From an optimization exercise on the open Yosys and OpenROAD flow, aimed at small area and a short achievable clock period; shortcuts taken in it are not production practice.
Only simulation tests tie the RTL to the original design; equivalence was not proved.
Power is estimated from default activity; no workload was simulated.

==> branch maple <==
// mul
module mul(clk,reset,opcode,go,
	   src_A,
	   src_B,
	   src_hilo,
	   rob_ptr_in,
	   gpr_prf_ptr_in,
	   hilo_prf_ptr_in,
	   y,complete,
	   rob_ptr_out,
	   gpr_prf_ptr_val_out,
	   gpr_prf_ptr_out,
	   hilo_prf_ptr_val_out,
	   hilo_prf_ptr_out);
   input logic clk;
   input logic reset;
   input logic [7:0] opcode;
   input logic go;
   input logic [31:0] src_A;
   input logic [31:0] src_B;
   input logic [63:0] src_hilo;
   input logic [5-1:0] rob_ptr_in;
   input logic [6-1:0] gpr_prf_ptr_in;
   input logic [2-1:0] hilo_prf_ptr_in;
   output logic [63:0] 			  y;
   output logic 			  complete;
   output logic [5-1:0] rob_ptr_out;
   output logic 		      gpr_prf_ptr_val_out;
   output logic [6-1:0] gpr_prf_ptr_out;
   output logic 			   hilo_prf_ptr_val_out;
   output logic [2-1:0] hilo_prf_ptr_out;
   wire t_is_mul   = (opcode == 8'd68);
   wire t_unsigned = (opcode == 8'd12);
   wire t_acc      = (opcode == 8'd66) | (opcode == 8'd69);
   wire t_msub     = (opcode == 8'd69);
   logic        r0_v, r0_mul;
   logic [31:0] r0_a;
   logic        r0_as;
   logic [63:0] r0_h;
   logic        r0_msub;
   logic [5-1:0] r0_rob;
   logic [6-1:0] r0_gpr;
   logic [2-1:0] r0_hptr;
   logic [16:0] r0_one, r0_two, r0_neg;
   wire [34:0] t_b = {{2{src_B[31] & ~t_unsigned}}, src_B, 1'b0};
   logic [16:0] t_one, t_two, t_neg;
   always_comb
     for (integer i = 0; i < 17; i = i + 1) begin
        t_one[i] = t_b[2*i+1] ^ t_b[2*i];
        t_two[i] = (t_b[2*i+2] ^ t_b[2*i+1]) & ~(t_b[2*i+1] ^ t_b[2*i]);
        t_neg[i] = t_b[2*i+2] ^ t_msub;
     end
   logic        r1_v, r1_mul;
   logic [190:0] r1_t;
   logic [5-1:0] r1_rob;
   logic [6-1:0] r1_gpr;
   logic [2-1:0] r1_hptr;
   logic        r2_v, r2_gv, r2_hv;
   logic [63:0] r2_y;
   logic [5-1:0] r2_rob;
   logic [6-1:0] r2_gpr;
   logic [2-1:0] r2_hptr;
   assign y = r2_y;
   assign complete = r2_v;
   assign gpr_prf_ptr_val_out = r2_gv;
   assign hilo_prf_ptr_val_out = r2_hv;
   assign rob_ptr_out = r2_rob;
   assign gpr_prf_ptr_out = r2_gpr;
   assign hilo_prf_ptr_out = r2_hptr;
   always_ff @(posedge clk)
     begin
        r0_v <= go & ~reset;
        r1_v <= r0_v & ~reset;
        r2_v <= r1_v & ~reset;
        r2_gv <= r1_v & r1_mul & ~reset;
  ...
Settings: LEC_CHECK=0, CAP_MARGIN=20, CORE_MARGIN=2, CORE_UTILIZATION=40, SLEW_MARGIN=20, SYNTH_HIERARCHICAL=1, SYNTH_MINIMUM_KEEP_SIZE=0; clock period 10.5 ns.
standard.sh (not shown) runs the stock make flow with config.mk's settings and CLKGATE_MAP_FILE= SYNTH_SCRIPT=/design/flow/synth_recipe.tcl, a recipe that flattens the netlist after the stock synthesis.
==> flow/flow/run.sh <==
#!/bin/bash
set -euo pipefail
bash standard.sh SETUP_SLACK_MARGIN=6.5 "BUFFER_PORTS_ARGS=-buffer_cell sky130_fd_sc_hd__buf_2" finish > make_finish.log 2>&1
==> branch nickel (differences from branch maple) <==
==> flow/flow/run.sh (replaced) <==
#!/bin/bash
set -euo pipefail
bash standard.sh SETUP_SLACK_MARGIN=6.7 "BUFFER_PORTS_ARGS=-buffer_cell sky130_fd_sc_hd__buf_2" finish > make_finish.log 2>&1
==> branch umber (differences from branch maple) <==
==> flow/flow/run.sh (replaced) <==
#!/bin/bash
set -euo pipefail
bash standard.sh SETUP_SLACK_MARGIN=6.85 "BUFFER_PORTS_ARGS=-buffer_cell sky130_fd_sc_hd__buf_1" finish > make_finish.log 2>&1
--- a/flow/config.mk
+++ b/flow/config.mk
@@ -8,5 +8,6 @@
 export CAP_MARGIN = 20
 export CORE_MARGIN = 2
-export CORE_UTILIZATION = 40
+export CORE_UTILIZATION = 55
+export CTS_BUF_LIST = sky130_fd_sc_hd__clkbuf_8
 export SLEW_MARGIN = 20
 export SYNTH_HIERARCHICAL = 1
==> branch raven (differences from branch maple) <==
==> flow/flow/run.sh (replaced) <==
#!/bin/bash
set -euo pipefail
bash standard.sh SETUP_SLACK_MARGIN=6.85 "BUFFER_PORTS_ARGS=-buffer_cell sky130_fd_sc_hd__buf_1" finish > make_finish.log 2>&1
--- a/flow/config.mk
+++ b/flow/config.mk
@@ -9,4 +9,5 @@
 export CORE_MARGIN = 2
 export CORE_UTILIZATION = 40
+export CTS_BUF_LIST = sky130_fd_sc_hd__clkbuf_8
 export SLEW_MARGIN = 20
 export SYNTH_HIERARCHICAL = 1
==> comparison <==
The highest worst hold slack belongs to branch umber, the lowest to branch raven. The highest worst setup slack belongs to branch raven, the lowest to branch maple. Of branch maple and branch umber, branch umber has the higher critical path depth (gap 1). Against branch raven, the combinational power of branch maple is smaller by 2.4%. In synthesized area, branch raven and branch umber do not differ. In branch maple the register-to-register slack is worse than in branch nickel, by 0.20 ns. Global-route usage: branch maple is lower than branch raven (0.48 points). The highest total power belongs to branch raven, the lowest to branch umber.

========
==> trial 8: inputs <==
Starting RTL as in the previous note.
clock: 10.5 ns
lec_check: 0
cap_margin: 20
core_margin: 2
core_utilization: 40
slew_margin: 20
synth_hierarchical: 1
synth_minimum_keep_size: 0
==> flow/flow/run.sh <==
#!/bin/bash
set -euo pipefail
bash standard.sh SETUP_SLACK_MARGIN=7.2 "BUFFER_PORTS_ARGS=-buffer_cell sky130_fd_sc_hd__buf_2" finish > make_finish.log 2>&1
==> build 74: changes against trial 8 <==
==> flow/flow/run.sh (replaced) <==
#!/bin/bash
set -euo pipefail
bash standard.sh SETUP_SLACK_MARGIN=6.85 "BUFFER_PORTS_ARGS=-buffer_cell sky130_fd_sc_hd__buf_1" finish > make_finish.log 2>&1
--- a/flow/config.mk
+++ b/flow/config.mk
@@ -8,6 +8,8 @@
 export CAP_MARGIN = 20
 export CORE_MARGIN = 2
 export CORE_UTILIZATION = 40
+export CTS_BUF_LIST = sky130_fd_sc_hd__clkbuf_8
+export PLACE_DENSITY = 0.75
 export SLEW_MARGIN = 20
 export SYNTH_HIERARCHICAL = 1
 export SYNTH_MINIMUM_KEEP_SIZE = 0
==> impl_metrics.csv <==
group,metric,value,unit
outcome,outcome,"no timing/DRC/antenna violations",
layout,synthToLayoutAreaGrowth,22.36,%
placed_design,place_congestion,0.8771,
setup_path,worstSetupEndpoint,"r1_t[102]",
power_and_ir_drop,combinationalPowerShare,0.682,
clock_tree,post-cts-setup-buffers,60,
setup_path,cp_data_arrival_time,4.05,ns
clock_tree,root_buffer,"sky130_fd_sc_hd__clkbuf_16",
layout,share_of_layout_cells_above_drive_strength_1,0.2385,
setup_path,worstPathCellList,"clkbuf_16 > a22oi_2 > xnor2_1 > fa_1 > fa_2 > fa_1 > fa_2 > fa_2",
layout,share_of_the_final_layout_cell_area_in_multi_input_gates,0.5936,
power_and_ir_drop,p_int,8.498,mW
power_and_ir_drop,total_power,14.98,mW
power_and_ir_drop,pg_seq,2.74,mW
layout,layout.clock_buffers,64,
(the above is from trial 8)
==> impl_metrics.csv <==
group,metric,value,unit
outcome,outcome,"no timing/DRC/antenna violations",
setup_path,cp_data_arrival_time,4.22,ns
power_and_ir_drop,p_int,7.580,mW
setup_path,worstPathCellList,"a22oi_1 > xnor2_1 > fa_1 > fa_1 > fa_1 > fa_1 > fa_1",
layout,share_of_layout_cells_above_drive_strength_1,0.08224,
setup_path,worstSetupEndpoint,"r1_t[114]",
placed_design,place_congestion,0.9530,
power_and_ir_drop,pg_seq,2.78,mW
power_and_ir_drop,total_power,13.81,mW
(the above is from build 74)

-- static timing again, ports no longer ideal --
The results above use ideal ports. As a check the final layouts listed here were re-extracted and re-timed, cells and wires unchanged. Step 1 sets driving cells, clkbuf_16 on the clock port and buf_2 on the other inputs (assumed; they add their load-dependent delay and slew). Step 2 moves the port delays by t, midway between the first and last clock arrival at a register: inputs arrive t later, outputs are due t later. That takes back most of the time a late clock gives input paths. Three values: ideal, step 1, step 2; two values: the first two.
run | t (ns) | slack for setup (ns) | latest minus earliest clock arrival (ns)
branch maple | 0.674 | 6.539 / 6.539 / 6.539 | 0.038 / 0.039
branch nickel | 0.675 | 6.742 / 6.742 / 6.742 | 0.034 / 0.034
branch umber | 0.742 | 6.883 / 6.883 / 6.861 | 0.050 / 0.051
branch raven | 0.770 | 6.893 / 6.893 / 6.760 | 0.058 / 0.058
trial 8 | 0.697 | 7.005 / 7.005 / 6.841 | 0.043 / 0.043
build 74 | 0.772 | 6.861 / 6.861 / 6.861 | 0.065 / 0.065
After both steps setup and hold are still met in every run listed. For trial 8, which loses most, drivers alone change the setup slack by 0.000 ns; drivers and shift together by -0.164 ns.
